This design comes from an exercise in tuning for small area on the open sky130 flow, not from production work.
RTL that was checked went through simulation tests only; none was proved equivalent to the original.
Only the layout flow was run in runs 4 and 6; the RTL was not checked for function there.
The flow treats the clock pin as an ideal source. Dropping or thinning the clock tree relies on that and would not hold on a real chip.
Power and IR drop assume default switching activity.

File: flow/flow/equiv.ys
# Proves that the re-mapped netlist does what the standard synthesis's does.
read_liberty -ignore_miss_func @LIB@
read_verilog @GOLD@
rename top gold
read_verilog @GATE@
rename top gate
flatten gold gate
opt_clean
async2sync
equiv_make gold gate equiv
hierarchy -top equiv
equiv_simple -seq 5
equiv_induct -seq 5
equiv_status -assert
File: flow/standard.sh
#!/bin/bash
# synth_recipe.tcl (not shown) runs the flow's synth.tcl, then flattens the netlist and writes it again
# the make line also repeats each setting of config.mk as NAME=value (left out here)
make -C /OpenROAD-flow-scripts/flow DESIGN_CONFIG=/design/flow/config.mk WORK_HOME=/design/flow/orfs CLKGATE_MAP_FILE= SYNTH_SCRIPT=/design/flow/synth_recipe.tcl "${@:-finish}"
File: flow/config.mk
export PLATFORM = sky130hd
export DESIGN_NAME = top
export DESIGN_NICKNAME = top
export VERILOG_FILES = /design/flow/design.v
export SDC_FILE = /design/flow/constraint.sdc
export NUM_CORES = 4
export LEC_CHECK = 0
export CAP_MARGIN = 20
export CORE_MARGIN = 2
export CORE_UTILIZATION = 40
export SLEW_MARGIN = 20
File: flow/constraint.sdc
create_clock -name core_clock -period 10.0 [get_ports {MAX10_CLK1_50}]
set_input_delay 2.0000 -clock core_clock [delete_from_list [all_inputs] [get_ports {MAX10_CLK1_50}]]
set_output_delay 2.0000 -clock core_clock [all_outputs]
set_load 0.01 [all_outputs]
File: flow/design.v
module countdown_timer (
	input              clk,
	input              rst_n,
	input              PB0_flag,
	input              PB1_flag,
	output logic       PB0_read,
	output logic       PB1_read,
	output logic [6:0] seg_sec0,
	output logic [6:0] seg_sec1,
	output logic [6:0] seg_min0,
	output logic [6:0] seg_min1,
	output logic       finish_flag
);
localparam logic [2:0] IDLE0 = 3'd0, IDLE1 = 3'd4, INC0 = 3'd1, INC1 = 3'd5, FIN0 = 3'd2, FIN1 = 3'd6, ACTIVE = 3'd3, DECREMENT = 3'd7;
logic [2:0] state, next_state;
logic       decrement_flag;
logic       z_s0, z_s1, z_m0, z_m1, n_m0;
logic [13:0] cnt;
wire last = ~cnt[13] & ~cnt[12] & ~cnt[11] & cnt[10] & cnt[9] & ~cnt[8] &
            ~cnt[7] & ~cnt[6] & ~cnt[5] & cnt[4] & ~cnt[3] & cnt[1];
wire is_zero = z_s0 & z_s1 & z_m0 & z_m1;
wire idle = (state == IDLE0) || (state == IDLE1);
wire inc  = (state == INC0)  || (state == INC1);
wire fin  = (state == FIN0)  || (state == FIN1);
wire dec  = (state == DECREMENT);
assign finish_flag = (state == IDLE1) || (state == INC1) || (state == FIN1);
always_ff @(posedge clk or negedge rst_n) begin
	if (!rst_n) state <= IDLE0;
	else        state <= next_state;
end
always_comb begin
	PB0_read   = 1'b0;
	PB1_read   = 1'b0;
	next_state = state;
	case (state)
		IDLE0, IDLE1: begin
			if (PB0_flag) begin
				next_state = INC0;
				PB0_read   = 1'b1;
			end else if (PB1_flag) begin
				next_state = ACTIVE;
				PB1_read   = 1'b1;
			end else begin
				next_state = IDLE0;
			end
		end
		INC0, INC1: next_state = IDLE0;
		ACTIVE: begin
			if (PB1_flag) begin
				next_state = IDLE0;
				PB1_read   = 1'b1;
			end else if (is_zero) begin
				next_state = FIN0;
			end else if (decrement_flag) begin
				next_state = DECREMENT;
			end
		end
		DECREMENT: next_state = ACTIVE;
		FIN0, FIN1: begin
			if (PB0_flag) begin
				next_state = INC1;
				PB0_read   = 1'b1;
			end else if (PB1_flag) begin
				next_state = IDLE1;
				PB1_read   = 1'b1;
			end else begin
				next_state = FIN1;
			end
		end
		default: begin
			next_state = 'x;
			PB0_read   = 1'bx;
			PB1_read   = 1'bx;
		end
	endcase
end
always_ff @(posedge clk) begin
	if (idle || last) cnt <= {decrement_flag, 13'd0};
	else              cnt <= {cnt[12:0], ~(cnt[13] ^ cnt[12])};
end
always_ff @(posedge clk or negedge rst_n) begin
	if (!rst_n)                              decrement_flag <= 1'b0;
	else if (dec)                            decrement_flag <= 1'b0;
	else if (state == ACTIVE && last)        decrement_flag <= 1'b1;
end
wire b0  = dec & z_s0;           
wire b1  = b0 & z_s1;            
wire b2  = b1 & z_m0;            
wire c0  = inc & n_m0;           
digit_sec0 sec0 (.clk, .rst_n, .dn(dec),          .seg(seg_sec0), .is0(z_s0));
digit_sec1 sec1 (.clk, .rst_n, .dn(b0),           .seg(seg_sec1), .is0(z_s1));
digit_min0 min0 (.clk, .rst_n, .up(inc), .dn(b1), .seg(seg_min0), .is0(z_m0), .is9(n_m0));
digit_min1 min1 (.clk, .rst_n, .up(c0),  .dn(b2), .seg(seg_min1), .is0(z_m1), .is9());
endmodule
module LED_blinker (
	input  clk,
	input  enable,
	input  rst_n,
	output led
);
localparam logic [12:0] START = 13'd5825;    
logic [12:0] lf;
logic        toggle;
wire last = ~lf[12] & lf[11] & ~lf[10] & ~lf[7] & lf[6] & lf[5] & ~lf[4] &
            ~lf[3] & ~lf[2] & ~lf[0];
always_ff @(posedge clk or negedge rst_n) begin
	if (!rst_n) begin
		lf     <= START;
		toggle <= 1'b0;
	end else begin
		lf     <= {lf[11:0], lf[0] ^ lf[12] ^ last};
		toggle <= toggle ^ last;
	end
end
assign led = toggle & enable;
endmodule
module digit_min0 (
	input              clk,
	input              rst_n,
	input              up,       
	input              dn,       
	output logic [6:0] seg,      
	output logic       is0,
	output logic       is9
);
logic [3:0] q;
logic [3:0] q_dn;
logic [3:0] q_up;
assign q_dn[0] = ~q[0];
assign q_up[0] = ~q[0];
assign q_dn[1] = (~q[0] & q[3]) | (q[0] & q[1]) | (~q[0] & ~q[1] & q[2]);
assign q_up[1] = (q[0] & ~q[1] & ~q[3]) | (~q[0] & q[1]);
assign q_dn[2] = (~q[0] & q[3]) | (q[0] & q[2]) | (q[1] & q[2]);
assign q_up[2] = (q[0] & q[1] & ~q[2]) | (~q[1] & q[2]) | (~q[0] & q[2]);
assign q_dn[3] = (~q[0] & ~q[1] & ~q[2] & ~q[3]) | (q[0] & q[3]);
assign q_up[3] = (~q[0] & q[3]) | (q[0] & q[1] & q[2]);
assign seg[0] = (q[0] & ~q[1] & ~q[2] & ~q[3]) | (~q[0] & ~q[1] & q[2]);
assign seg[1] = (q[0] & ~q[1] & q[2]) | (~q[0] & q[1] & q[2]);
assign seg[2] = (~q[0] & q[1] & ~q[2]);
assign seg[3] = (q[0] & ~q[1] & ~q[2] & ~q[3]) | (~q[0] & ~q[1] & q[2]) | (q[0] & q[1] & q[2]);
assign seg[4] = q[0] | (~q[1] & q[2]);
assign seg[5] = (q[0] & ~q[2] & ~q[3]) | (q[1] & ~q[2]) | (q[0] & q[1]);
assign seg[6] = (~q[1] & ~q[2] & ~q[3]) | (q[0] & q[1] & q[2]);
assign is0 = (~q[0] & ~q[1] & ~q[2] & ~q[3]);
assign is9 = (q[0] & q[3]);
always_ff @(posedge clk or negedge rst_n) begin
	if (!rst_n)   q <= 4'b0000;
	else if (up) q <= q_up;
	else if (dn) q <= q_dn;
end
endmodule
module digit_min1 (
	input              clk,
	input              rst_n,
	input              up,       
	input              dn,       
	output logic [6:0] seg,      
	output logic       is0,
	output logic       is9
);
logic [3:0] q;
logic [3:0] q_dn;
logic [3:0] q_up;
assign q_dn[0] = ~q[0];
assign q_up[0] = ~q[0];
assign q_dn[1] = (~q[0] & q[3]) | (q[0] & q[1]) | (~q[0] & ~q[1] & q[2]);
assign q_up[1] = (q[0] & ~q[1] & ~q[3]) | (~q[0] & q[1]);
assign q_dn[2] = (~q[0] & q[3]) | (q[0] & q[2]) | (q[1] & q[2]);
assign q_up[2] = (q[0] & q[1] & ~q[2]) | (~q[1] & q[2]) | (~q[0] & q[2]);
assign q_dn[3] = (~q[0] & ~q[1] & ~q[2] & ~q[3]) | (q[0] & q[3]);
assign q_up[3] = (~q[0] & q[3]) | (q[0] & q[1] & q[2]);
assign seg[0] = (q[0] & ~q[1] & ~q[2] & ~q[3]) | (~q[0] & ~q[1] & q[2]);
assign seg[1] = (q[0] & ~q[1] & q[2]) | (~q[0] & q[1] & q[2]);
assign seg[2] = (~q[0] & q[1] & ~q[2]);
assign seg[3] = (q[0] & ~q[1] & ~q[2] & ~q[3]) | (~q[0] & ~q[1] & q[2]) | (q[0] & q[1] & q[2]);
assign seg[4] = q[0] | (~q[1] & q[2]);
assign seg[5] = (q[0] & ~q[2] & ~q[3]) | (q[1] & ~q[2]) | (q[0] & q[1]);
assign seg[6] = (~q[1] & ~q[2] & ~q[3]) | (q[0] & q[1] & q[2]);
assign is0 = (~q[0] & ~q[1] & ~q[2] & ~q[3]);
assign is9 = (q[0] & q[3]);
always_ff @(posedge clk or negedge rst_n) begin
	if (!rst_n)   q <= 4'b0000;
	else if (up) q <= q_up;
	else if (dn) q <= q_dn;
end
endmodule
module PB_state (
	input        clk,
	input        rst_n,
	input        PB0,
	input        PB1,
	input        PB0_read,
	input        PB1_read,
	output logic PB0_flag,
	output logic PB1_flag
);
logic PB0_old, PB1_old;
always_ff @(posedge clk or negedge rst_n) begin
	if (!rst_n) begin
		PB0_old  <= 1'b0;
		PB1_old  <= 1'b0;
		PB0_flag <= 1'b0;
		PB1_flag <= 1'b0;
	end else begin
		PB0_old  <= PB0;
		PB1_old  <= PB1;
		PB0_flag <= (PB0_old & ~PB0) | (PB0_flag & ~PB0_read);
		PB1_flag <= (PB1_old & ~PB1) | (PB1_flag & ~PB1_read);
	end
end
endmodule
module digit_sec0 (
	input              clk,
	input              rst_n,
	input              dn,       
	output logic [6:0] seg,      
	output logic       is0
);
logic [3:0] q;
logic [3:0] q_dn;
assign q_dn[0] = ~q[0];
assign q_dn[1] = (~q[0] & q[3]) | (q[0] & q[1]) | (~q[0] & ~q[1] & q[2]);
assign q_dn[2] = (~q[0] & q[3]) | (q[0] & q[2]) | (q[1] & q[2]);
assign q_dn[3] = (~q[0] & ~q[1] & ~q[2] & ~q[3]) | (q[0] & q[3]);
assign seg[0] = (q[0] & ~q[1] & ~q[2] & ~q[3]) | (~q[0] & ~q[1] & q[2]);
assign seg[1] = (q[0] & ~q[1] & q[2]) | (~q[0] & q[1] & q[2]);
assign seg[2] = (~q[0] & q[1] & ~q[2]);
assign seg[3] = (q[0] & ~q[1] & ~q[2] & ~q[3]) | (~q[0] & ~q[1] & q[2]) | (q[0] & q[1] & q[2]);
assign seg[4] = q[0] | (~q[1] & q[2]);
assign seg[5] = (q[0] & ~q[2] & ~q[3]) | (q[1] & ~q[2]) | (q[0] & q[1]);
assign seg[6] = (~q[1] & ~q[2] & ~q[3]) | (q[0] & q[1] & q[2]);
assign is0 = (~q[0] & ~q[1] & ~q[2] & ~q[3]);
always_ff @(posedge clk or negedge rst_n) begin
	if (!rst_n)   q <= 4'b0000;
	else if (dn) q <= q_dn;
end
endmodule
module digit_sec1 (
	input              clk,
	input              rst_n,
	input              dn,       
	output logic [6:0] seg,      
	output logic       is0
);
logic [2:0] q;
logic [2:0] q_dn;
assign q_dn[0] = ~q[0];
assign q_dn[1] = (q[0] & q[1]) | (~q[0] & q[2]);
assign q_dn[2] = (~q[0] & ~q[1] & ~q[2]) | (q[0] & q[2]);
assign seg[0] = (q[0] & ~q[1] & ~q[2]) | (~q[0] & q[2]);
assign seg[1] = (q[0] & q[2]);
assign seg[2] = (~q[0] & q[1]);
assign seg[3] = (q[0] & ~q[1] & ~q[2]) | (~q[0] & q[2]);
assign seg[4] = q[0] | q[2];
assign seg[5] = (q[0] & ~q[2]) | q[1];
assign seg[6] = (~q[1] & ~q[2]);
assign is0 = (~q[0] & ~q[1] & ~q[2]);
always_ff @(posedge clk or negedge rst_n) begin
	if (!rst_n)   q <= 3'b000;
	else if (dn) q <= q_dn;
end
endmodule
module top (
	input        MAX10_CLK1_50,
	input        SW0,	 
	input  [1:0] KEY,
	output [7:0] HEX0,
	output [7:0] HEX1,
	output [7:0] HEX2,
	output [7:0] HEX3,
	output [9:0] LEDR
);
wire rst_n = ~SW0;
wire PB0_read, PB1_read, PB0_flag, PB1_flag, finish_flag, led;
countdown_timer timer (
	.clk(MAX10_CLK1_50), .rst_n, .PB0_flag, .PB1_flag, .PB0_read, .PB1_read,
	.seg_sec0(HEX0[6:0]), .seg_sec1(HEX1[6:0]), .seg_min0(HEX2[6:0]),
	.seg_min1(HEX3[6:0]), .finish_flag
);
PB_state read_PBs (
	.clk(MAX10_CLK1_50), .rst_n, .PB0(KEY[0]), .PB1(KEY[1]),
	.PB0_read, .PB1_read, .PB0_flag, .PB1_flag
);
LED_blinker blinker (
	.clk(MAX10_CLK1_50), .rst_n, .enable(finish_flag), .led
);
assign HEX0[7] = 1'b1;
assign HEX1[7] = 1'b1;
assign HEX2[7] = 1'b0;
assign HEX3[7] = 1'b1;
assign LEDR = {10{led}};
endmodule
File: flow/flow/remap.ys
# Re-map the combinational logic of the standard synthesis's netlist with
# this flow's ABC script; every register cell is kept as it is (same
# instance, same cell), so the registers match the standard synthesis.
read_liberty -ignore_miss_func @LIB@
read_verilog @IN@
hierarchy -top top
setattr -mod -set keep_hierarchy 1 sky130_fd_sc_hd__df* sky130_fd_sc_hd__edf* sky130_fd_sc_hd__sdf*
flatten
opt_clean -purge
abc -script @ABC@ -liberty @LIB@ -dont_use sky130_fd_sc_hd__lpflow_bleeder_1 -dont_use sky130_fd_sc_hd__lpflow_clkbufkapwr_1 -dont_use sky130_fd_sc_hd__lpflow_clkbufkapwr_16 -dont_use sky130_fd_sc_hd__lpflow_clkbufkapwr_2 -dont_use sky130_fd_sc_hd__lpflow_clkbufkapwr_4 -dont_use sky130_fd_sc_hd__lpflow_clkbufkapwr_8 -dont_use sky130_fd_sc_hd__lpflow_clkinvkapwr_1 -dont_use sky130_fd_sc_hd__lpflow_clkinvkapwr_16 -dont_use sky130_fd_sc_hd__lpflow_clkinvkapwr_2 -dont_use sky130_fd_sc_hd__lpflow_clkinvkapwr_4 -dont_use sky130_fd_sc_hd__lpflow_clkinvkapwr_8 -dont_use sky130_fd_sc_hd__lpflow_decapkapwr_12 -dont_use sky130_fd_sc_hd__lpflow_decapkapwr_3 -dont_use sky130_fd_sc_hd__lpflow_decapkapwr_4 -dont_use sky130_fd_sc_hd__lpflow_decapkapwr_6 -dont_use sky130_fd_sc_hd__lpflow_decapkapwr_8 -dont_use sky130_fd_sc_hd__lpflow_inputiso0n_1 -dont_use sky130_fd_sc_hd__lpflow_inputiso0p_1 -dont_use sky130_fd_sc_hd__lpflow_inputiso1n_1 -dont_use sky130_fd_sc_hd__lpflow_inputiso1p_1 -dont_use sky130_fd_sc_hd__lpflow_inputisolatch_1 -dont_use sky130_fd_sc_hd__lpflow_isobufsrc_1 -dont_use sky130_fd_sc_hd__lpflow_isobufsrc_16 -dont_use sky130_fd_sc_hd__lpflow_isobufsrc_2 -dont_use sky130_fd_sc_hd__lpflow_isobufsrc_4 -dont_use sky130_fd_sc_hd__lpflow_isobufsrc_8 -dont_use sky130_fd_sc_hd__lpflow_isobufsrckapwr_16 -dont_use sky130_fd_sc_hd__lpflow_lsbuf_lh_hl_isowell_tap_1 -dont_use sky130_fd_sc_hd__lpflow_lsbuf_lh_hl_isowell_tap_2 -dont_use sky130_fd_sc_hd__lpflow_lsbuf_lh_hl_isowell_tap_4 -dont_use sky130_fd_sc_hd__lpflow_lsbuf_lh_isowell_4 -dont_use sky130_fd_sc_hd__lpflow_lsbuf_lh_isowell_tap_1 -dont_use sky130_fd_sc_hd__lpflow_lsbuf_lh_isowell_tap_2 -dont_use sky130_fd_sc_hd__lpflow_lsbuf_lh_isowell_tap_4 -dont_use sky130_fd_sc_hd__probe_p_8 -dont_use sky130_fd_sc_hd__probec_p_8  -D 10000
opt_clean -purge
splitnets
opt_clean -purge
hilomap -singleton -hicell sky130_fd_sc_hd__conb_1 HI -locell sky130_fd_sc_hd__conb_1 LO
insbuf -buf sky130_fd_sc_hd__buf_4 A X
rename -hide w:_*
opt_clean -purge
select top
write_verilog -noattr -nohex -nodec -selected @OUT@
File: flow/flow/run.sh
#!/bin/bash
# Layout flow: the standard flow (standard.sh), with these changes:
#  1. after the standard synthesis, its combinational logic is mapped again
#     by remap.ys (Yosys + abc.script, an area-oriented ABC script, run with
#     four seeds; the smallest result is used); every register cell of the
#     standard synthesis is kept unchanged, with its name and cell type, and
#     Yosys proves each result equivalent to the standard netlist (equiv.ys)
#  2. port buffers use the smallest buffer cell
#  3. clock tree synthesis without dummy loads
# Logs: synth_make.log and flow_make.log (make), remap_*.log (Yosys),
# orfs/logs/ (each ORFS step).
set -euo pipefail
here=$(pwd)
res=$here/orfs/results/sky130hd/top/base
lib=$FLOW_HOME/platforms/sky130hd/lib/sky130_fd_sc_hd__tt_025C_1v80.lib
yosys_bin=$(command -v yosys || echo "$FLOW_HOME/../tools/install/yosys/bin/yosys")

bash standard.sh synth > "$here/synth_make.log" 2>&1
cp "$res/1_2_yosys.v" "$here/std_1_2_yosys.v"

regs() { grep -oE 'sky130_fd_sc_hd__(df|edf|sdf)[a-z0-9_]* [^ ]+' "$1" | sort; }
remap() {  # $1 = seed
  local s=$1
  sed -e "s#@T@#40#" -e "s#@SEED@#$s#" flow/abc.script > "$here/remap_$s.abc"
  sed -e "s#@LIB@#$lib#g" -e "s#@IN@#$here/std_1_2_yosys.v#" \
      -e "s#@OUT@#$here/remap_$s.v#" -e "s#@ABC@#$here/remap_$s.abc#" \
      flow/remap.ys > "$here/remap_$s.ys"
  "$yosys_bin" -l "$here/remap_$s.log" -q "$here/remap_$s.ys" > /dev/null 2>&1 || return 0
  "$yosys_bin" -q -l "$here/remap_${s}_area.log" -p "read_liberty -lib $lib; read_verilog $here/remap_$s.v; hierarchy -top top; stat -liberty $lib" > /dev/null 2>&1 || return 0
  sed -e "s#@LIB@#$lib#g" -e "s#@GOLD@#$here/std_1_2_yosys.v#" -e "s#@GATE@#$here/remap_$s.v#" \
      flow/equiv.ys > "$here/equiv_$s.ys"
  "$yosys_bin" -l "$here/equiv_$s.log" -q "$here/equiv_$s.ys" > /dev/null 2>&1 && touch "$here/remap_${s}_proven"
  return 0
}
for s in 1 2 3 4; do remap $s & done
wait
best=""; best_area=""
for s in 1 2 3 4; do
  [[ -f "$here/remap_${s}_proven" ]] || continue
  [[ "$(regs "$here/std_1_2_yosys.v")" == "$(regs "$here/remap_$s.v")" ]] || continue
  a=$(grep "Chip area" "$here/remap_${s}_area.log" | awk '{print $NF}')
  echo "seed $s: area $a" >> "$here/remap_choice.log"
  if [[ -z "$best" ]] || awk "BEGIN{exit !($a < $best_area)}"; then best=$s; best_area=$a; fi
done
if [[ -n "$best" ]]; then
  cp "$here/remap_$best.v" "$res/1_2_yosys.v"
  rm -f "$res/1_synth.odb" "$res/1_synth.sdc"
  echo "using seed $best" >> "$here/remap_choice.log"
else
  echo "no usable remap: standard netlist kept" >> "$here/remap_choice.log"
fi

bash standard.sh BUFFER_PORTS_ARGS="-buffer_cell sky130_fd_sc_hd__buf_1" \
  CTS_ARGS="-sink_clustering_enable -repair_clock_nets -dont_use_dummy_load" \
  finish > "$here/flow_make.log" 2>&1
File: flow/flow/abc.script
strash
&get -n
&deepsyn -T @T@ -S @SEED@
&put
dch -f
&get -n
&nf -R 1000
&put
topo
stime -c
==> results of run 1 <==
-- power breakdown --
part / internal [mW] / leakage [nW] / total (mW) / switching, mW
registers: 0.254 / 0.573 / 0.319 / 0.0647
logic: 0.109 / 0.427 / 0.276 / 0.167
clock network: 0.0452 / 0.0359 / 0.103 / 0.0577
-- state kept, by name (all words and copies together) (netlist names), named ones only --
name / flops
read_PBs.PB0_old: 1
read_PBs.PB0_flag: 1
read_PBs.PB1_flag: 1
timer.sec1.q: 2
timer.min0.q: 4
blinker.lf: 13
blinker.toggle: 1
read_PBs.PB1_old: 1
timer.sec0.q: 4
timer.state: 3
timer.cnt: 14
timer.decrement_flag: 1
timer.min1.q: 4
-- how the worst max path moves through the flow --
stage	startpoint	endpoint	slack, ns	cells past startpoint
after global routing	timer.min1.q[0]	HEX3[5]	6.13	5
final	timer.min1.q[2]	HEX3[5]	6.35	5
after global placement	timer.min1.q[2]	HEX3[5]	6.69	5
after detailed placement	timer.min1.q[2]	HEX3[5]	6.64	5
after floorplan	timer.min1.q[2]	HEX3[5]	6.67	4
after CTS	timer.min1.q[2]	HEX3[5]	6.33	5
-- through the flow --
| stage | hold WS, ns | worst slack, ns | utilization, % | area (um^2) | total power [mW] |
|---|---|---|---|---|---|
| 3_3_place_gp | 0.334 | 6.69 | 44.9 | 2320 | 0.599 |
| 3_5_place_dp | 0.336 | 6.64 | 44.9 | 2320 | 0.600 |
| 2_1_floorplan | 0.331 | 6.67 | - | 2180 | 0.511 |
| 6_report | 0.348 | 6.35 | 46.2 | 2390 | 0.697 |
| 5_1_grt | 0.359 | 6.13 | 46.2 | 2390 | 0.765 |
| 4_1_cts | 0.351 | 6.33 | 46.2 | 2390 | 0.706 |
-- cell type report --
type | instances | area share (%)
Tap cell | 70 | 3.66
Sequential cell | 51 | 50.8
Inverter | 12 | 1.88
Timing Repair Buffer | 42 | 6.75
Multi-Input combinational cell | 145 | 34.1
Clock buffer | 5 | 2.88
-- layer usage --
layer  part of all wire (%)  GRT usage, %  up-vias
li1                       -             -      795
met1                     52          19.7      709
met2                     41          19.0       31
met3                    4.5          3.60        7
met4                    1.9          5.89        0
met5                      0             0        -
==> metrics.cfg, run 1 <==
[outcome]
status=timing/DRC/antenna clean

[cts]
cts_tree=done
cts_max_level=2
cts_buffers=5
cts_setup_buffers=0
clkSinkCount=51
cts_resized=0
cts_hold_buf=0
clkTransAtPathRegs_ns=0.06
clkLatencyLatePin_ns=0.30
clockBufferDepth=2
root_buffer=clkbuf_8

[routing]
firstDrtPassIters=4
wl_per_cell_um=11.4
drt-initial-drc-count=100
antenna_left=0
vias=1542
drt-total-wl_um=3690
drt-vias-per-instance=4.74
drc=0

[setup_path]
worst_path_max_delay_cell=dfrtp_1
crit_fanout=6
rr_startpoint=timer.state[1]
path_buf_inv=1
arrival_ns=1.65
cpPeakStageDelay_ns=0.42
crit_chain=or2_0, a21boi_0, nand2_1, nand2_1, buf_1
r2r_cells=8
critPathRequiredTime_ns=8.00
crit_top_cell=nand2_1
rr_endpoint=timer.min0.q[1]
cp-end-kind=output port
path_class=register to output port
start_kind=register
path_delay_family=simple AND/OR/NAND/NOR gates
regToRegSetupSlack_ns=7.78

[finish]
nets=261
final_cell_mix=buf_1, dfrtp_1, nand2_1, nor2_1, dfxtp_1
diodes=0
drive_above_1_share_pct=4.71
areaGrowthSynthToFinish_pct=10.1
register_area_um2=1210
final_common_cell=buf_1
multi_input_comb_area_um2=815
final_cell_count_no_fill=325
num-fill-cells=517

[grt]
grtUsageTotal_pct=13.6
grt_pass1_vias=1423
antenna_found_initial=0
grt_pass1_wl_um=6530
grt_max_degree=38
grt.overflow.total=0

[hold_path]
min_to=blinker.lf[2]
hold_start=blinker.lf[1]
hold_depth=0
hold_class=register to register

[pwr]
leakage_nw=1.04
powerDensity_nw_per_um2=292
peakVddDrop_mv=0.166

[placed_design]
place_inst=320
hpwl_um=2660
port_buffers=41
place_congestion=0.790

[timing]
final.setup.tns_ns=0
finClkSkew_ns=0.0194
slew_viol_final=0
rsz0062_at_grt=false
clock.fmax_mhz=274
finalHoldViolCount=0
setup_viol=0
worst_pin_slew_ns=0.582
period_share_pct=36.5
timing.slew.headroom_pct=61.2
period_minus_slack_ns=3.65

[floorplanning]
die_h_um=77.7
rows=26
core_area_um2=5170
die_w_um=77.7
start_util_pct=42.0
dieArea_um2=6030
ios=46

[job]
drv_cap=0

[yosys]
yosysWarnings=7
synth_cells=220
syn_avg_cell_area_um2=9.87
synth_area_um2=2170

==> run 2, diff against run 1 <==
==> flow/flow/run.sh (replaced) <==
#!/bin/bash
# Layout flow: the standard flow (standard.sh), with these changes:
#  1. after the standard synthesis, its combinational logic is mapped again
#     (remap.ys: Yosys + an area-oriented ABC script, abc_amap.script or
#     abc_nf.script). Three rounds of four runs (two ABC seeds x two mappers)
#     each start from the smallest netlist so far. Every register cell of the
#     standard synthesis is kept unchanged (name and cell type), and Yosys
#     proves each result equivalent to the standard netlist (equiv.ys); the
#     smallest proven netlist is used.
#  2. port buffers use the smallest buffer cell
#  3. clock tree synthesis without dummy loads
# Logs: synth_make.log and flow_make.log (make), remap/*.log (Yosys runs),
# remap/choice.log (areas), orfs/logs/ (each ORFS step).
set -euo pipefail
here=$(pwd)
res=$here/orfs/results/sky130hd/top/base
lib=$FLOW_HOME/platforms/sky130hd/lib/sky130_fd_sc_hd__tt_025C_1v80.lib
yosys_bin=$(command -v yosys || echo "$FLOW_HOME/../tools/install/yosys/bin/yosys")
rd=$here/remap
mkdir -p "$rd"

bash standard.sh synth > "$here/synth_make.log" 2>&1
std=$here/std_1_2_yosys.v
cp "$res/1_2_yosys.v" "$std"

regs() { grep -oE 'sky130_fd_sc_hd__(df|edf|sdf)[a-z0-9_]* [^ ]+' "$1" | sort; }
area() { grep "Chip area" "$1" | awk '{print $NF}'; }
std_regs=$(regs "$std")

job() {  # $1 = input netlist, $2 = tag, $3 = seed, $4 = mapper
  local in=$1 t=$2 s=$3 m=$4
  sed -e "s#@T@#40#" -e "s#@SEED@#$s#" "flow/abc_$m.script" > "$rd/$t.abc"
  sed -e "s#@LIB@#$lib#g" -e "s#@IN@#$in#" -e "s#@OUT@#$rd/$t.v#" -e "s#@ABC@#$rd/$t.abc#" \
      flow/remap.ys > "$rd/$t.ys"
  "$yosys_bin" -l "$rd/$t.log" -q "$rd/$t.ys" > /dev/null 2>&1 || return 0
  "$yosys_bin" -q -l "$rd/${t}_area.log" \
    -p "read_liberty -lib $lib; read_verilog $rd/$t.v; hierarchy -top top; stat -liberty $lib" \
    > /dev/null 2>&1 || return 0
  sed -e "s#@LIB@#$lib#g" -e "s#@GOLD@#$std#" -e "s#@GATE@#$rd/$t.v#" flow/equiv.ys > "$rd/${t}_equiv.ys"
  "$yosys_bin" -l "$rd/${t}_equiv.log" -q "$rd/${t}_equiv.ys" > /dev/null 2>&1 && touch "$rd/${t}.proven"
  return 0
}

best=""; best_area=""
cur=$std
for r in 1 2 3; do
  tags=()
  for s in $((2*r-1)) $((2*r)); do
    for m in amap nf; do
      t="r${r}_s${s}_$m"; tags+=("$t")
      job "$cur" "$t" "$s" "$m" &
    done
  done
  wait
  for t in "${tags[@]}"; do
    [[ -f "$rd/$t.proven" ]] || continue
    [[ "$(regs "$rd/$t.v")" == "$std_regs" ]] || continue
    a=$(area "$rd/${t}_area.log")
    echo "$t: area $a" >> "$rd/choice.log"
    if [[ -z "$best" ]] || awk "BEGIN{exit !($a < $best_area)}"; then best=$t; best_area=$a; fi
  done
  [[ -n "$best" ]] && cur=$rd/$best.v
done

if [[ -n "$best" ]]; then
  cp "$rd/$best.v" "$res/1_2_yosys.v"
  rm -f "$res/1_synth.odb" "$res/1_synth.sdc"
  echo "using $best" >> "$rd/choice.log"
else
  echo "no usable remap: standard netlist kept" >> "$rd/choice.log"
fi

bash standard.sh BUFFER_PORTS_ARGS="-buffer_cell sky130_fd_sc_hd__buf_1" \
  CTS_ARGS="-sink_clustering_enable -repair_clock_nets -dont_use_dummy_load -sink_clustering_size 30 -sink_clustering_max_diameter 300" \
  finish > "$here/flow_make.log" 2>&1
==> flow/flow/abc_amap.script (new file) <==
strash
&get -n
&deepsyn -T @T@ -S @SEED@
&put
dch -f
amap
topo
stime -c
==> flow/flow/abc_nf.script (new file) <==
strash
&get -n
&deepsyn -T @T@ -S @SEED@
&put
dch -f
&get -n
&nf -R 1000
&put
topo
stime -c
removed: flow/flow/abc.script
==> run 2 against run 1 <==
  * Clock skew decreased by 0.0013 ns
  * Synthesized area decreased by 1.4%
  * Via count up 4.7%
  * Synthesized cell count is 5.9% higher
  * Sequential share of layout area up 0.67 points
  * Sequential cell count stayed put
  * Worst setup slack lost 0.13 ns
  * Largest power group is now combinational cells
  * Register-to-register slack lost 0.93 ns
  * Global-route usage is 0.097 points lower
  * Largest cell class unchanged
  * Die area is 1.4% lower
  * Utilization decreased by 0.32 points
==> metrics.cfg, run 2 <==
[yosys]
syn_avg_cell_area_um2=9.18  ; was 9.87 um^2
yosysWarnings=7  ; unchanged
synth_area_um2=2140  ; was 2170 um^2
synth_cells=233  ; was 220

[pwr]
switching_power_uw=303  ; was 289 uW
leakage_nw=0.968  ; was 1.04 nW
powerDensity_nw_per_um2=300  ; was 292 nW/um^2
peakVddDrop_mv=0.0952  ; was 0.166 mV
seqPwrFrac_pct=42.2  ; was 45.7%
clockPowerShare_pct=14.4  ; was 14.8%
swShare_pct=42.8  ; was 41.4%
combPwrFrac_pct=43.4  ; was 39.5%
power.internal_uw=405  ; was 408 uW

[finish]
final_cell_mix=buf_1, clkinv_1, nor2_1  ; was buf_1, dfrtp_1, nand2_1, nor2_1, dfxtp_1
nets=274  ; was 261
final_cell_count_no_fill=338  ; was 325
top_register=timer.cnt  ; unchanged
final_common_cell=buf_1  ; unchanged
diodes=0  ; unchanged
drive_above_1_share_pct=4.48  ; was 4.71%
top_regs=timer.cnt x14, blinker.lf x13  ; unchanged
areaGrowthSynthToFinish_pct=10.3  ; was 10.1%
largest_register_ffs=14  ; unchanged

[cts]
cts_setup_buffers=0  ; unchanged
cts_tree=done  ; unchanged
clkTransAtPathRegs_ns=0.09  ; was 0.06 ns
cts_max_level=2  ; unchanged
clockBufferDepth=2  ; unchanged
cts_hold_buf=0  ; unchanged
cts_resized=0  ; unchanged
cts_buffers=5  ; unchanged
root_buffer=clkbuf_8  ; unchanged
clkLatencyLatePin_ns=0.29  ; was 0.30 ns
clkSinkCount=51  ; unchanged

[routing]
wl_per_cell_um=11.4  ; about the same
drt-vias-per-instance=4.78  ; was 4.74
drt-initial-drc-count=115  ; was 100
firstDrtPassIters=4  ; unchanged
vias=1614  ; was 1542
drc=0  ; unchanged
antenna_left=0  ; unchanged
drt-total-wl_um=3860  ; was 3690 um

[hold_path]
min_to=blinker.lf[9]  ; was blinker.lf[2]
hold_start=blinker.lf[8]  ; was blinker.lf[1]
hold_class=register to register  ; unchanged
hold_depth=0  ; unchanged

[floorplanning]
core_area_um2=5140  ; was 5170 um^2
start_util_pct=41.6  ; was 42.0%
ios=46  ; unchanged
rows=26  ; unchanged
die_h_um=77.1  ; was 77.7 um
dieArea_um2=5950  ; was 6030 um^2
die_w_um=77.1  ; was 77.7 um

[grt]
grt.overflow.total=0  ; unchanged
grt_pass1_wl_um=6510  ; was 6530 um
grt_max_degree=38  ; unchanged
antenna_found_initial=0  ; unchanged
grt_pass1_vias=1479  ; was 1423
grtUsageTotal_pct=13.5  ; was 13.6%

[timing]
clock.fmax_mhz=265  ; was 274 MHz
setup_viol=0  ; unchanged
period_share_pct=37.7  ; was 36.5%
timing.slew.headroom_pct=64.6  ; was 61.2%
slew_viol_final=0  ; unchanged
finClkSkew_ns=0.0182  ; was 0.0194 ns
final.setup.tns_ns=0  ; unchanged
worst_pin_slew_ns=0.528  ; was 0.582 ns
finalHoldViolCount=0  ; unchanged
rsz0062_at_grt=false  ; unchanged
period_minus_slack_ns=3.77  ; was 3.65 ns

[setup_path]
critPathRequiredTime_ns=8.00  ; about the same
crit_fanout=3  ; was 6
rr_startpoint=timer.state[0]  ; was timer.state[1]
arrival_ns=1.77  ; was 1.65 ns
path_class=register to output port  ; unchanged
r2r_cells=16  ; was 8
cp-end-kind=output port  ; unchanged
rr_endpoint=timer.min1.q[3]  ; was timer.min0.q[1]
start_kind=register  ; unchanged
regToRegSetupSlack_ns=6.85  ; was 7.78 ns
crit_chain=nor3_1, clkinv_1, a21oi_1, or2_0, buf_1  ; was or2_0, a21boi_0, nand2_1, nand2_1, buf_1
worst_path_max_delay_cell=nor3_1  ; was dfrtp_1
cpPeakStageDelay_ns=0.42  ; about the same

[placed_design]
port_buffers=41  ; unchanged
place_inst=333  ; was 320
hpwl_um=2920  ; was 2660 um
place_congestion=0.793  ; was 0.790

[job]
drv_cap=0  ; unchanged

[outcome]
status=timing/DRC/antenna clean  ; unchanged

run 2: final cells by class:
cell class	count	area (um^2)
Multi-Input combinational cell	131	682
Inverter	39	146
Sequential cell	51	1210
Fill cell	513	2780
Timing Repair Buffer	42	161
Clock buffer	5	68.8
Tap cell	70	87.6
run 2: worst max-delay path: cells and delay by family, from the launching register on:
family / cells / cell delay, ns
and+or+nand+nor: 2 / 0.56
AOI/OAI and AO/OA: 1 / 0.20
DFF: 1 / 0.41
buffers and inverters: 2 / 0.31
run 2: stage by stage:
step | setup slack, ns | power, mW | hold slack, ns | cell area, um^2 | util, %
2_1_floorplan | 6.68 | 0.516 | 0.331 | 2150 | -
3_3_place_gp | 6.49 | 0.607 | 0.337 | 2290 | 44.6
3_5_place_dp | 6.55 | 0.608 | 0.342 | 2290 | 44.6
4_1_cts | 6.20 | 0.713 | 0.362 | 2360 | 45.9
5_1_grt | 6.05 | 0.769 | 0.371 | 2360 | 45.9
6_report | 6.23 | 0.707 | 0.357 | 2360 | 45.9
run 2: how the worst max path moves through the flow:
stage / slack [ns] / to / from / depth (start not counted)
6_report: 6.23 / HEX2[3] / timer.min0.q[3] / 5
3_5_place_dp: 6.55 / HEX2[3] / timer.min0.q[3] / 5
2_1_floorplan: 6.68 / HEX3[0] / timer.min1.q[0] / 5
5_1_grt: 6.05 / HEX3[0] / timer.min1.q[0] / 6
4_1_cts: 6.20 / HEX2[3] / timer.min0.q[3] / 5
3_3_place_gp: 6.49 / HEX2[3] / timer.min0.q[1] / 5
run 2: layer usage:
layer	up-vias	wire length [um]	global-route usage [%]
li1	834	-	-
met1	745	1810	17.5
met2	31	1860	22.3
met3	4	153	2.71
met4	0	34	4.82
met5	-	0	0
run 2: power groups by stage:
stage               logic (mW)  registers, mW  clock network (mW)
floorplan                0.224          0.291                   0
global placement         0.306          0.301                   0
detailed placement       0.307          0.301                   0
CTS                      0.308          0.298               0.107
global route             0.348          0.306               0.114
finish                   0.307          0.299               0.102
==> run 3, diff against run 2 <==
--- a/flow/flow/run.sh
+++ b/flow/flow/run.sh
@@ -73,3 +73,3 @@
 bash standard.sh BUFFER_PORTS_ARGS="-buffer_cell sky130_fd_sc_hd__buf_1" \
-  CTS_ARGS="-sink_clustering_enable -repair_clock_nets -dont_use_dummy_load -sink_clustering_size 30 -sink_clustering_max_diameter 300" \
+  CTS_ARGS="-sink_clustering_enable -repair_clock_nets -dont_use_dummy_load" \
   finish > "$here/flow_make.log" 2>&1
==> run 3 against run 2 <==
  * Critical path depth unchanged
  * Fmax unchanged
  * Non-clock buffer count unchanged
  * Die area unchanged
  * Cell count unchanged
  * Combinational power about the same
==> metrics.cfg, run 3 <==
[outcome]
status=timing/DRC/antenna clean  ; unchanged

[floorplanning]
start_util_pct=41.6  ; unchanged
core_area_um2=5140  ; unchanged
rows=26  ; unchanged
die_w_um=77.1  ; unchanged
die_h_um=77.1  ; unchanged
ios=46  ; unchanged
dieArea_um2=5950  ; unchanged

[routing]
antenna_left=0  ; unchanged
drt-total-wl_um=3860  ; unchanged
drt-vias-per-instance=4.78  ; unchanged
vias=1614  ; unchanged
drt-initial-drc-count=115  ; unchanged
drc=0  ; unchanged
firstDrtPassIters=4  ; unchanged
wl_per_cell_um=11.4  ; unchanged

[grt]
antenna_found_initial=0  ; unchanged
grt_pass1_wl_um=6510  ; unchanged
grtUsageTotal_pct=13.5  ; unchanged
grt_max_degree=38  ; unchanged
grt_pass1_vias=1479  ; unchanged
grt.overflow.total=0  ; unchanged

[setup_path]
arrival_ns=1.77  ; about the same
rr_startpoint=timer.state[0]  ; unchanged
cp-end-kind=output port  ; unchanged
crit_fanout=3  ; unchanged
startpoint=timer.min0.q[3]  ; unchanged
path_class=register to output port  ; unchanged
critPathRequiredTime_ns=8.00  ; about the same
start_kind=register  ; unchanged

[timing]
setup_viol=0  ; unchanged
slew_viol_final=0  ; unchanged
final.setup.tns_ns=0  ; unchanged
finClkSkew_ns=0.0182  ; unchanged
clock.fmax_mhz=265  ; unchanged
worst_pin_slew_ns=0.528  ; unchanged
timing.slew.headroom_pct=64.6  ; unchanged
setup_slack_ns=6.23  ; unchanged
rsz0062_at_grt=false  ; unchanged
finalHoldViolCount=0  ; unchanged
period_share_pct=37.7  ; unchanged
period_minus_slack_ns=3.77  ; unchanged
timing.hold.ws_ns=0.357  ; unchanged

[placed_design]
port_buffers=41  ; unchanged
dp_slack_ns=6.55  ; unchanged
place_congestion=0.793  ; unchanged
place_inst=333  ; unchanged
place_area_um2=2290  ; unchanged
hpwl_um=2920  ; unchanged

[cts]
cts_hold_buf=0  ; unchanged
cts_resized=0  ; unchanged
clkSinkCount=51  ; unchanged
clkTransAtPathRegs_ns=0.09  ; about the same
cts_setup_buffers=0  ; unchanged
cts_tree=done  ; unchanged
cts_buffers=5  ; unchanged
cts_max_level=2  ; unchanged
clockBufferDepth=2  ; unchanged
clkLatencyLatePin_ns=0.29  ; about the same
root_buffer=clkbuf_8  ; unchanged

[yosys]
synth_cells=233  ; unchanged
synth_area_um2=2140  ; unchanged
syn_avg_cell_area_um2=9.18  ; unchanged
yosysWarnings=7  ; unchanged

[finish]
num-fill-cells=513  ; unchanged
post-route-util_pct=45.9  ; unchanged
final_cell_count_no_fill=338  ; unchanged
diodes=0  ; unchanged
nets=274  ; unchanged
top_regs=timer.cnt x14, blinker.lf x13  ; unchanged
final_cell_mix=buf_1, clkinv_1, nor2_1  ; unchanged
final_common_cell=buf_1  ; unchanged
areaGrowthSynthToFinish_pct=10.3  ; unchanged
largest_register_ffs=14  ; unchanged
top_register=timer.cnt  ; unchanged
post-route-cell-area_um2=2360  ; unchanged
drive_above_1_share_pct=4.48  ; unchanged

[job]
drv_cap=0  ; unchanged

[hold_path]
hold_class=register to register  ; unchanged
hold_start=blinker.lf[8]  ; unchanged

[pwr]
fin_total_pwr_uw=707  ; unchanged
powerDensity_nw_per_um2=300  ; unchanged
peakVddDrop_mv=0.0952  ; unchanged
leakage_nw=0.968  ; unchanged

run 3: where the power goes:
group | internal (mW) | total, mW | switching (mW) | leakage [nW]
logic | 0.104 | 0.307 | 0.203 | 0.354
clock network | 0.0452 | 0.102 | 0.0569 | 0.0359
registers | 0.256 | 0.299 | 0.0429 | 0.577
run 3: layout make-up:
type / instances / area [um^2] / area share (%)
repair buffers: 42 / 161 / 6.84
clock buffers: 5 / 68.8 / 2.92
flip-flops and latches: 51 / 1210 / 51.4
inverters: 39 / 146 / 6.20
well taps: 70 / 87.6 / 3.71
multi-input cells: 131 / 682 / 28.9
run 3: metal layers:
metal / global-route usage, % / vias to the layer above / wire [um]
met1: 17.5 / 745 / 1810
met2: 22.3 / 31 / 1860
li1: - / 834 / -
met5: 0 / - / 0
met3: 2.71 / 4 / 153
met4: 4.82 / 0 / 34
run 3: path summary, 6_finish.rpt:
check / to / slack (ns) / cells past startpoint
max: HEX2[3] / 6.23 / 5
min: blinker.lf[9] / 0.36 / 0
max reg2reg: timer.min1.q[3] / 6.85 / 16
min reg2reg: blinker.lf[9] / 0.36 / 0
max in group asynchronous: blinker.lf[0] / 7.89 / 3
min in group asynchronous: timer.sec0.q[2] / 1.76 / 3
run 3: worst max-delay path: stages (launching register included):
cell	delay, ns
dfrtp_1	0.41
nor3_1	0.42
clkinv_1	0.16
a21oi_1	0.20
or2_0	0.14
buf_1	0.15
==> run 4, diff against run 3 <==
--- a/flow/design.v
+++ b/flow/design.v
@@ -13,3 +13,3 @@
 );
-localparam logic [2:0] IDLE0 = 3'd0, IDLE1 = 3'd4, INC0 = 3'd1, INC1 = 3'd5, FIN0 = 3'd2, FIN1 = 3'd6, ACTIVE = 3'd3, DECREMENT = 3'd7;
+localparam logic [2:0] IDLE0 = 3'd0, INC0 = 3'd1, ACTIVE = 3'd2, DECREMENT = 3'd3, IDLE1 = 3'd4, INC1 = 3'd5, FIN0 = 3'd6, FIN1 = 3'd7;
 logic [2:0] state, next_state;
@@ -100,7 +100,7 @@
 );
-localparam logic [12:0] START = 13'd5825;    
+localparam logic [12:0] START = 13'd2160;    
 logic [12:0] lf;
 logic        toggle;
-wire last = ~lf[12] & lf[11] & ~lf[10] & ~lf[7] & lf[6] & lf[5] & ~lf[4] &
-            ~lf[3] & ~lf[2] & ~lf[0];
+wire last = lf[12] & lf[10] & ~lf[9] & ~lf[7] & ~lf[6] & lf[5] & lf[3] &
+            ~lf[2] & ~lf[1] & ~lf[0];
 always_ff @(posedge clk or negedge rst_n) begin
@@ -110,3 +110,3 @@
 	end else begin
-		lf     <= {lf[11:0], lf[0] ^ lf[12] ^ last};
+		lf     <= {lf[11:0], ~(lf[3] ^ lf[12]) ^ last};
 		toggle <= toggle ^ last;
--- a/flow/flow/run.sh
+++ b/flow/flow/run.sh
@@ -3,5 +3,5 @@
 #  1. after the standard synthesis, its combinational logic is mapped again
-#     (remap.ys: Yosys + an area-oriented ABC script, abc_amap.script or
-#     abc_nf.script). Three rounds of four runs (two ABC seeds x two mappers)
-#     each start from the smallest netlist so far. Every register cell of the
+#     (remap.ys: Yosys + an area-oriented ABC script, abc_amap.script).
+#     Three rounds of four runs (four ABC seeds) each start from the smallest
+#     netlist so far. Every register cell of the
 #     standard synthesis is kept unchanged (name and cell type), and Yosys
@@ -10,5 +10,2 @@
 #  2. port buffers use the smallest buffer cell
-#  3. clock tree synthesis without dummy loads
-# Logs: synth_make.log and flow_make.log (make), remap/*.log (Yosys runs),
-# remap/choice.log (areas), orfs/logs/ (each ORFS step).
 set -euo pipefail
@@ -47,7 +44,5 @@
   tags=()
-  for s in $((2*r-1)) $((2*r)); do
-    for m in amap nf; do
-      t="r${r}_s${s}_$m"; tags+=("$t")
-      job "$cur" "$t" "$s" "$m" &
-    done
+  for s in $((4*r-3)) $((4*r-2)) $((4*r-1)) $((4*r)); do
+    t="r${r}_s${s}"; tags+=("$t")
+    job "$cur" "$t" "$s" amap &
   done
@@ -74,2 +69,3 @@
   CTS_ARGS="-sink_clustering_enable -repair_clock_nets -dont_use_dummy_load" \
+  POST_CTS_TCL="$here/flow/post_cts.tcl" \
   finish > "$here/flow_make.log" 2>&1
==> flow/flow/post_cts.tcl (new file) <==
set block [ord::get_db_block]
set clk_port_net [[$block findBTerm MAX10_CLK1_50] getNet]
set root ""
foreach it [$clk_port_net getITerms] {
  set inst [$it getInst]
  if {[string match sky130_fd_sc_hd__clkbuf_* [[$inst getMaster] getName]]} { set root $inst }
}
set rootnet [[$root findITerm X] getNet]
set leaves {}
foreach it [$rootnet getITerms] { if {[$it getInst] != $root} { lappend leaves $it } }
puts "root [$root getName] drives [llength $leaves] pins"
if {[llength $leaves] + [llength [$clk_port_net getITerms]] - 1 <= 4} {
  foreach it $leaves { $it disconnect; $it connect $clk_port_net }
  foreach it [$root getITerms] { $it disconnect }
  odb::dbInst_destroy $root
  odb::dbNet_destroy $rootnet
  puts "root buffer removed; the clock port drives [llength [$clk_port_net getITerms]] pins"
}
removed: flow/flow/abc_nf.script
==> run 4 against run 3 <==
  * First-iteration DRC count decreased by 61%
  * Die area down 0.34%
  * Largest cell class unchanged
  * Via count grew 0.31%
  * Highest routed layer unchanged
  * Largest power group unchanged
==> metrics.cfg, run 4 <==
[finish]
diodes=0  ; unchanged
final_cell_mix=clkinv_1, buf_1, nor2_1  ; was buf_1, clkinv_1, nor2_1
final_cell_count_no_fill=341  ; was 338
areaGrowthSynthToFinish_pct=9.68  ; was 10.3%
top_regs=timer.cnt x14, blinker.lf x13  ; unchanged
largest_register_ffs=14  ; unchanged
final_common_cell=clkinv_1  ; was buf_1
nets=277  ; was 274
top_register=timer.cnt  ; unchanged
drive_above_1_share_pct=3.32  ; was 4.48%

[routing]
drt-initial-drc-count=45  ; was 115
drc=0  ; unchanged
firstDrtPassIters=4  ; unchanged
drt-vias-per-instance=4.75  ; was 4.78
wl_per_cell_um=11.0  ; was 11.4 um
drt-total-wl_um=3740  ; was 3860 um
vias=1619  ; was 1614
antenna_left=0  ; unchanged

[setup_path]
r2r_cells=14  ; was 16
cp-end-kind=output port  ; unchanged
critPathRequiredTime_ns=8.00  ; about the same
crit_fanout=4  ; was 3
path_class=register to output port  ; unchanged
start_kind=register  ; unchanged
arrival_ns=1.84  ; was 1.77 ns

[yosys]
synth_cells=237  ; was 233
synth_area_um2=2130  ; was 2140 um^2
yosysWarnings=7  ; unchanged
syn_avg_cell_area_um2=9.00  ; was 9.18 um^2

[cts]
clkSinkCount=51  ; unchanged
clkLatencyLatePin_ns=0.15  ; was 0.29 ns
clkTransAtPathRegs_ns=0.09  ; about the same

[timing]
rsz0062_at_grt=false  ; unchanged
worst_pin_slew_ns=0.623  ; was 0.528 ns
clock.fmax_mhz=260  ; was 265 MHz
period_minus_slack_ns=3.84  ; was 3.77 ns
setup_viol=0  ; unchanged
finClkSkew_ns=0.0221  ; was 0.0182 ns
period_share_pct=38.4  ; was 37.7%
final.setup.tns_ns=0  ; unchanged
timing.slew.headroom_pct=58.4  ; was 64.6%
slew_viol_final=0  ; unchanged
finalHoldViolCount=0  ; unchanged

[hold_path]
hold_class=register to register  ; unchanged
hold_depth=0  ; unchanged

[floorplanning]
dieArea_um2=5930  ; was 5950 um^2
rows=26  ; unchanged
die_h_um=77.0  ; was 77.1 um
core_area_um2=5140  ; unchanged
die_w_um=77.0  ; was 77.1 um
start_util_pct=41.5  ; was 41.6%
ios=46  ; unchanged

[placed_design]
hpwl_um=2850  ; was 2920 um
place_congestion=0.790  ; was 0.793
port_buffers=41  ; unchanged
place_inst=337  ; was 333

[job]
drv_cap=0  ; unchanged

[grt]
grt.overflow.total=0  ; unchanged
grt_max_degree=38  ; unchanged
grt_pass1_wl_um=6640  ; was 6510 um
grt_pass1_vias=1495  ; was 1479
grtUsageTotal_pct=13.7  ; was 13.5%
antenna_found_initial=0  ; unchanged

[outcome]
status=timing/DRC/antenna clean  ; unchanged

[pwr]
powerDensity_nw_per_um2=287  ; was 300 nW/um^2
fin_total_pwr_uw=671  ; was 707 uW
peakVddDrop_mv=0.135  ; was 0.0952 mV
leakage_nw=0.929  ; was 0.968 nW

## run 4: stage by stage
stage               hold slack [ns]  utilization, %  setup slack [ns]  instance area (um^2)
floorplan                     0.331               -              6.26                  2140
global placement              0.334            44.4              6.40                  2280
detailed placement            0.341            44.4              6.35                  2280
global route                  0.367            45.5              5.97                  2340
finish                        0.357            45.5              6.16                  2340
## run 4: final cells by class
cell class              count  area (um^2)
well taps                  70         87.6
inverters                  42          158
clock buffers               4         55.1
multi-input cells         132          666
flip-flops and latches     51         1210
fillers                   534         2800
repair buffers             42          161
## run 4: path summary, 6_finish.rpt
check / to / slack (ns) / startpoint
setup / recovery: HEX0[6] / 6.16 / timer.sec0.q[2]
hold / removal: blinker.lf[9] / 0.36 / blinker.lf[8]
setup reg to reg: timer.min1.q[3] / 6.97 / timer.state[1]
hold reg to reg: blinker.lf[9] / 0.36 / blinker.lf[8]
max in group asynchronous: blinker.lf[11] / 7.74 / SW0
min in group asynchronous: read_PBs.PB1_old / 1.91 / SW0
## run 4: where the power goes
part | switching (mW) | internal [mW]
sequential | 0.0388 | 0.248
clock | 0.0496 | 0.0367
combinational | 0.199 | 0.0980
## run 4: layer usage
metal	track usage (%)	wire, um	part of all wire [%]
met5	0	0	0
met4	2.68	31	0.83
met3	3.76	168	4.5
met2	20.3	1530	41
met1	20.3	2010	54
## run 4: worst max-delay path, cell delays in order, from the launching register on
cell and delay, ns:
dfrtp_1 0.37, clkinv_1 0.12, nor2_1 0.22, clkinv_1 0.12
nand2_1 0.10, o22ai_1 0.08, o22ai_1 0.17, clkinv_1 0.13
o21ai_0 0.19, buf_1 0.19
==> run 5, diff against run 4 <==
--- a/flow/design.v
+++ b/flow/design.v
@@ -13,3 +13,3 @@
 );
-localparam logic [2:0] IDLE0 = 3'd0, INC0 = 3'd1, ACTIVE = 3'd2, DECREMENT = 3'd3, IDLE1 = 3'd4, INC1 = 3'd5, FIN0 = 3'd6, FIN1 = 3'd7;
+localparam logic [2:0] IDLE0 = 3'd0, IDLE1 = 3'd4, INC0 = 3'd1, INC1 = 3'd5, FIN0 = 3'd2, FIN1 = 3'd6, ACTIVE = 3'd3, DECREMENT = 3'd7;
 logic [2:0] state, next_state;
==> run 5 against run 4 <==
  * Still clean on timing, DRC and antenna
  * Non-clock buffer count unchanged
  * Hold slack worse by 0.0013 ns
  * Cell count shrank 1.2%
  * First-iteration DRC count is 140% higher
  * Sequential share of layout area rose by 0.083 points
  * Sequential cell count unchanged
  * Worst setup slack better by 0.17 ns
  * Global-route usage is 0.29 points higher
  * Combinational power increased by 2%
  * Die area is 0.16% lower
  * Design area down 0.16%
  * Power is 1.9% higher
  * Critical endpoint is now HEX3[0]
  * Highest routed layer unchanged
==> metrics.cfg, run 5 <==
[pwr]
combPwrFrac_pct=44.5  ; was 44.3%
leakage_nw=0.943  ; was 0.929 nW
swShare_pct=42.4  ; was 42.9%
powerDensity_nw_per_um2=293  ; was 287 nW/um^2
power.internal_uw=393  ; was 383 uW
switching_power_uw=290  ; was 287 uW
peakVddDrop_mv=0.143  ; was 0.135 mV
clockPowerShare_pct=12.8  ; was 12.9%
seqPwrFrac_pct=42.7  ; was 42.8%

[yosys]
synth_area_um2=2130  ; about the same
yosysWarnings=7  ; unchanged
syn_avg_cell_area_um2=9.13  ; was 9.00 um^2
synth_cells=233  ; was 237

[hold_path]
hold_start=blinker.lf[4]  ; was blinker.lf[8]
hold_class=register to register  ; unchanged
hold_depth=0  ; unchanged
min_to=blinker.lf[5]  ; was blinker.lf[9]

[routing]
drc=0  ; unchanged
antenna_left=0  ; unchanged
drt-vias-per-instance=4.68  ; was 4.75
firstDrtPassIters=4  ; unchanged
drt-total-wl_um=3880  ; was 3740 um
vias=1577  ; was 1619
wl_per_cell_um=11.5  ; was 11.0 um
drt-initial-drc-count=106  ; was 45

[finish]
nets=273  ; was 277
final_cell_mix=buf_1, clkinv_1, dfrtp_1  ; was clkinv_1, buf_1, nor2_1
top_register=timer.cnt  ; unchanged
top_regs=timer.cnt x14, blinker.lf x13  ; unchanged
post-route-util_pct=45.7  ; was 45.5%
drive_above_1_share_pct=3.37  ; was 3.32%
diodes=0  ; unchanged
areaGrowthSynthToFinish_pct=9.70  ; was 9.68%
final_common_cell=buf_1  ; was clkinv_1
largest_register_ffs=14  ; unchanged

[timing]
worst_pin_slew_ns=0.624  ; was 0.623 ns
rsz0062_at_grt=false  ; unchanged
timing.hold.ws_ns=0.356  ; was 0.357 ns
setup_viol=0  ; unchanged
finalHoldViolCount=0  ; unchanged
setup_slack_ns=6.33  ; was 6.16 ns
final.setup.tns_ns=0  ; unchanged
finClkSkew_ns=0.0154  ; was 0.0221 ns
slew_viol_final=0  ; unchanged
timing.slew.headroom_pct=58.3  ; was 58.4%
period_share_pct=36.7  ; was 38.4%
period_minus_slack_ns=3.67  ; was 3.84 ns
clock.fmax_mhz=272  ; was 260 MHz

[setup_path]
path_class=register to output port  ; unchanged
crit_top_cell=o21ai_0  ; was clkinv_1
worst_path_max_delay_cell=dfrtp_1  ; unchanged
crit_chain=o21ai_0, clkinv_1, o21ai_0, a32oi_1, nor2b_1, buf_1  ; was clkinv_1, nor2_1, clkinv_1, nand2_1, o22ai_1, o22ai_1, clkinv_1, o21ai_0, buf_1
cp-end-kind=output port  ; unchanged
arrival_ns=1.67  ; was 1.84 ns
rr_startpoint=timer.state[0]  ; was timer.state[1]
crit_fanout=5  ; was 4
cpPeakStageDelay_ns=0.42  ; was 0.37 ns
regToRegSetupSlack_ns=7.05  ; was 6.97 ns
start_kind=register  ; unchanged
r2r_cells=15  ; was 14
critPathRequiredTime_ns=8.00  ; about the same
rr_endpoint=timer.min1.q[2]  ; was timer.min1.q[3]

[floorplanning]
start_util_pct=41.7  ; was 41.5%
ios=46  ; unchanged
dieArea_um2=5920  ; was 5930 um^2
core_area_um2=5110  ; was 5140 um^2
die_w_um=76.9  ; was 77.0 um
die_h_um=76.9  ; was 77.0 um
rows=26  ; unchanged

[outcome]
status=timing/DRC/antenna clean  ; unchanged

[cts]
clkTransAtPathRegs_ns=0.08  ; was 0.09 ns
clkLatencyLatePin_ns=0.15  ; about the same
clkSinkCount=51  ; unchanged

[placed_design]
place_congestion=0.918  ; was 0.790
port_buffers=41  ; unchanged
hpwl_um=2840  ; was 2850 um
dp_slack_ns=6.52  ; was 6.35 ns

[grt]
grt_pass1_vias=1428  ; was 1495
grt_max_degree=38  ; unchanged
grt_pass1_wl_um=6760  ; was 6640 um
grtUsageTotal_pct=14.0  ; was 13.7%
antenna_found_initial=0  ; unchanged
grt.overflow.total=0  ; unchanged

[job]
drv_cap=0  ; unchanged

-- run 5: critical path, delay by kind of cell, from the launching register on --
kind            cells  cell delay [ns]
simple gates        1             0.15
compound gates      3             0.65
flops               1             0.42
buf+inv             2             0.30
-- run 5: power by group through the flow --
| stage | logic (mW) | registers (mW) | clock network, mW |
|---|---|---|---|
| 6_report | 0.304 | 0.292 | 0.0876 |
| 5_1_grt | 0.347 | 0.299 | 0.0970 |
| 3_5_place_dp | 0.304 | 0.296 | 0 |
| 3_3_place_gp | 0.305 | 0.296 | 0 |
| 2_1_floorplan | 0.221 | 0.288 | 0 |
-- run 5: final cells by class --
class	count	area (um^2)
Fill cell	515	2770
Clock buffer	4	55.1
Inverter	38	143
Timing Repair Buffer	42	161
Tap cell	70	87.6
Multi-Input combinational cell	132	677
Sequential cell	51	1210
-- run 5: worst max-delay path by stage --
stage	end	cells after the start	from	slack [ns]
floorplan	HEX3[0]	5	timer.min1.q[0]	6.50
global placement	HEX3[0]	6	timer.min1.q[0]	6.57
detailed placement	HEX2[5]	5	timer.min0.q[1]	6.52
global route	HEX3[0]	6	timer.min1.q[0]	6.11
finish	HEX3[0]	6	timer.min1.q[0]	6.33
-- run 5: metal layers --
metal | global-route usage, % | wire [um] | vias to the layer above
li1 | - | - | 827
met1 | 20.4 | 2070 | 713
met2 | 20.7 | 1630 | 35
met3 | 2.59 | 157 | 2
met4 | 4.91 | 32 | 0
met5 | 0 | 0 | -
-- run 5: per-stage QoR --
stage	power, mW	std cells	instance area (um^2)
2_1_floorplan	0.509	235	2140
3_3_place_gp	0.600	333	2280
3_5_place_dp	0.600	333	2280
5_1_grt	0.743	337	2330
6_report	0.683	337	2330
==> run 6, diff against run 5 <==
--- a/flow/design.v
+++ b/flow/design.v
@@ -246,13 +246,13 @@
 logic [2:0] q_dn;
-assign q_dn[0] = ~q[0];
-assign q_dn[1] = (q[0] & q[1]) | (~q[0] & q[2]);
-assign q_dn[2] = (~q[0] & ~q[1] & ~q[2]) | (q[0] & q[2]);
-assign seg[0] = (q[0] & ~q[1] & ~q[2]) | (~q[0] & q[2]);
-assign seg[1] = (q[0] & q[2]);
-assign seg[2] = (~q[0] & q[1]);
-assign seg[3] = (q[0] & ~q[1] & ~q[2]) | (~q[0] & q[2]);
-assign seg[4] = q[0] | q[2];
-assign seg[5] = (q[0] & ~q[2]) | q[1];
-assign seg[6] = (~q[1] & ~q[2]);
-assign is0 = (~q[0] & ~q[1] & ~q[2]);
+assign q_dn[0] = (~q[0] & q[1] & ~q[2]) | (~q[1] & q[2]);
+assign q_dn[1] = ~q[2] | ~q[1];
+assign q_dn[2] = (q[0] & ~q[2]) | (~q[0] & q[2]);
+assign seg[0] = q[0];
+assign seg[1] = (~q[0] & q[1] & ~q[2]);
+assign seg[2] = (~q[1] & q[2]);
+assign seg[3] = q[0];
+assign seg[4] = q[1];
+assign seg[5] = q[2];
+assign seg[6] = (~q[1] & ~q[2]) | (q[0] & q[2]);
+assign is0 = (~q[1] & ~q[2]);
 always_ff @(posedge clk or negedge rst_n) begin
==> run 6 against run 5 <==
  * Still clean on timing, DRC and antenna
  * Power increased by 5.2%
  * Critical path depth shrank 3
  * Sequential cell count is the same
==> metrics.cfg, run 6 <==
[job]
drv_cap=0  ; unchanged

[finish]
areaGrowthSynthToFinish_pct=5.23  ; was 9.70%
drive_above_1_share_pct=5.99  ; was 3.37%
final_common_cell=buf_1  ; unchanged
multi_input_comb_area_um2=987  ; was 677 um^2
top_register=timer.cnt  ; unchanged
nets=274  ; was 273
largest_register_ffs=14  ; unchanged
top_regs=timer.cnt x14, blinker.lf x13  ; unchanged
register_area_um2=1210  ; unchanged
diodes=0  ; unchanged
final_cell_mix=buf_1, dfrtp_1, nor2_1  ; was buf_1, clkinv_1, dfrtp_1
post-route-util_pct=43.4  ; was 45.7%
post-route-cell-area_um2=2570  ; was 2330 um^2
num-fill-cells=597  ; was 515

[floorplanning]
dieArea_um2=6740  ; was 5920 um^2
rows=28  ; was 26
ios=46  ; unchanged
core_area_um2=5920  ; was 5110 um^2
start_util_pct=41.2  ; was 41.7%
die_w_um=82.1  ; was 76.9 um
die_h_um=82.1  ; was 76.9 um

[routing]
firstDrtPassIters=4  ; unchanged
vias=1719  ; was 1577
antenna_left=0  ; unchanged
drt-total-wl_um=4030  ; was 3880 um
drc=0  ; unchanged
drt-vias-per-instance=5.03  ; was 4.68
drt-initial-drc-count=53  ; was 106
wl_per_cell_um=11.8  ; was 11.5 um

[timing]
period_minus_slack_ns=3.47  ; was 3.67 ns
finalHoldViolCount=0  ; unchanged
slew_viol_final=0  ; unchanged
timing.slew.headroom_pct=59.4  ; was 58.3%
period_share_pct=34.7  ; was 36.7%
final.setup.tns_ns=0  ; unchanged
rsz0062_at_grt=false  ; unchanged
clock.fmax_mhz=288  ; was 272 MHz
finClkSkew_ns=0.0122  ; was 0.0154 ns
setup_viol=0  ; unchanged
setup_slack_ns=6.53  ; was 6.33 ns
worst_pin_slew_ns=0.609  ; was 0.624 ns

[yosys]
synthTopCellsByCount=dfrtp_1, nor2_1, inv_1, buf_4, nand2_1
synthArstFlopShare_pct=72.5
synthDistinctLibCells=50
synth_cells=251  ; was 233
synthTopCellsByArea=dfrtp_1, dfxtp_1, buf_4, dfstp_2, nor2_1
synth_ff_type=dfrtp_1
yosysTopAreaCell=dfrtp_1
syn_avg_cell_area_um2=9.73  ; was 9.13 um^2
yosysSeqAreaShare_pct=49.6
yosysWarnings=7  ; unchanged
synth_top_area_share_pct=33.8
synth_edf_count=0
synth.most_common_cell=dfrtp_1
synth-seq-cells=51
synth_area_um2=2440  ; was 2130 um^2

[placed_design]
port_buffers=41  ; unchanged
hpwl_um=2890  ; was 2840 um
dp_slack_ns=6.72  ; was 6.52 ns
place_congestion=0.729  ; was 0.918
place_area_um2=2510  ; was 2280 um^2

[setup_path]
path_delay_family=flip-flops  ; was compound AO/OA/AOI/OAI gates
worst_path_max_delay_cell=dfrtp_1  ; unchanged
cpPeakStageDelay_ns=0.74  ; was 0.42 ns
critPathRequiredTime_ns=8.00  ; about the same
start_kind=register  ; unchanged
crit_chain=nand2b_1, o32ai_1, buf_1  ; was o21ai_0, clkinv_1, o21ai_0, a32oi_1, nor2b_1, buf_1
path_class=register to output port  ; unchanged
crit_fanout=19  ; was 5
arrival_ns=1.47  ; was 1.67 ns
path_buf_inv=1  ; was 2
cp-end-kind=output port  ; unchanged

[cts]
clkTransAtPathRegs_ns=0.08  ; about the same
clkLatencyLatePin_ns=0.14  ; was 0.15 ns
clkSinkCount=51  ; unchanged

[pwr]
peakVddDrop_mv=0.124  ; was 0.143 mV
powerDensity_nw_per_um2=280  ; was 293 nW/um^2
fin_total_pwr_uw=719  ; was 683 uW
leakage_nw=1.08  ; was 0.943 nW

[grt]
grt_pass1_vias=1474  ; was 1428
grt_max_degree=38  ; unchanged
grt_pass1_wl_um=6660  ; was 6760 um
antenna_found_initial=0  ; unchanged
grtUsageTotal_pct=12.6  ; was 14.0%
grt.overflow.total=0  ; unchanged

[hold_path]
hold_class=register to register  ; unchanged

[outcome]
status=timing/DRC/antenna clean  ; unchanged

-- run 6: worst reg2reg max path: cells and delay by family, from the launching register on --
kind | cells | cell delay (ns)
flip-flops | 1 | 0.54
AO/OA/AOI/OAI | 1 | 0.08
AND/OR/NAND/NOR | 3 | 1.10
-- run 6: where the power goes --
part           switching (mW)  internal [mW]
clock network          0.0478         0.0366
logic                   0.163          0.124
registers              0.0990          0.248
total                   0.309          0.409
-- run 6: cell families after synthesis --
kind of cell    count (synthesis)  share of synthesized area, %
xor+xnor                        8                          2.87
flops                          51                          49.6
buf+inv                        48                          10.3
other cells                     2                         0.308
compound gates                 43                          11.7
fa+ha+maj                       1                         0.512
mux                             8                          3.38
simple gates                   90                          21.4
-- run 6: final cells by class --
| class | count | area share [%] |
|---|---|---|
| sequential | 51 | 47.2 |
| multi-input combinational | 154 | 38.4 |
| timing repair buffer | 42 | 6.28 |
| tap | 75 | 3.65 |
| inverter | 16 | 2.34 |
| clock buffer | 4 | 2.14 |
-- run 6: per-layer routing --
metal / share of wire (%) / vias to the layer above / wire (um) / GRT usage, %
li1: - / 874 / - / -
met1: 50 / 821 / 2010 / 17.9
met2: 46 / 21 / 1860 / 19.3
met3: 3.3 / 3 / 133 / 2.93
met4: 0.62 / 0 / 25 / 3.50
met5: 0 / - / 0 / 0
-- run 6: worst paths after layout --
| path | start | to | slack (ns) | cells past startpoint |
|---|---|---|---|---|
| max | timer.min0.q[0] | HEX2[3] | 6.53 | 3 |
| min | blinker.lf[4] | blinker.lf[5] | 0.36 | 0 |
| max reg2reg | timer.sec0.q[2] | timer.min1.q[1] | 8.14 | 4 |
| min reg2reg | blinker.lf[4] | blinker.lf[5] | 0.36 | 0 |
| max in group asynchronous | SW0 | blinker.lf[11] | 7.73 | 3 |
| min in group asynchronous | SW0 | blinker.lf[1] | 1.93 | 3 |
-- run 6: metrics by stage --
stage | std cells | hold slack, ns
after floorplan | 253 | 0.331
after global placement | 338 | 0.334
after detailed placement | 338 | 0.336
final | 342 | 0.359
after global routing | 342 | 0.364

-- port drivers added, routing unchanged --
No port has a modelled driver above. Below, the same layouts with a new extraction and two added sets of constraints. Step 1, drivers: a clkbuf_16 drives MAX10_CLK1_50 and a buf_2 each remaining input, both assumed. Step 2 times the ports against the registers' clock, not the clock port: input delays grow and output delays shrink by t, the midpoint of the rising clock arrivals with the driver on. a / b / c = ideal ports / drivers / drivers and shift; a / b = the first two.
| run | shift t [ns] | setup slack, ns | worst slew at a driven data input, ns |
|---|---|---|---|
| run 1 | 0.318 | 6.354 / 6.326 / 6.644 | 0.03 |
| run 2 | 0.310 | 6.227 / 6.202 / 6.512 | 0.03 |
| run 3 | 0.310 | 6.227 / 6.202 / 6.512 | 0.03 |
| run 4 | 0.189 | 6.159 / 6.108 / 6.297 | 0.03 |
| run 5 | 0.193 | 6.326 / 6.275 / 6.468 | 0.03 |
| run 6 | 0.190 | 6.532 / 6.480 / 6.669 | 0.03 |
After both steps setup and hold are still met in every run listed.
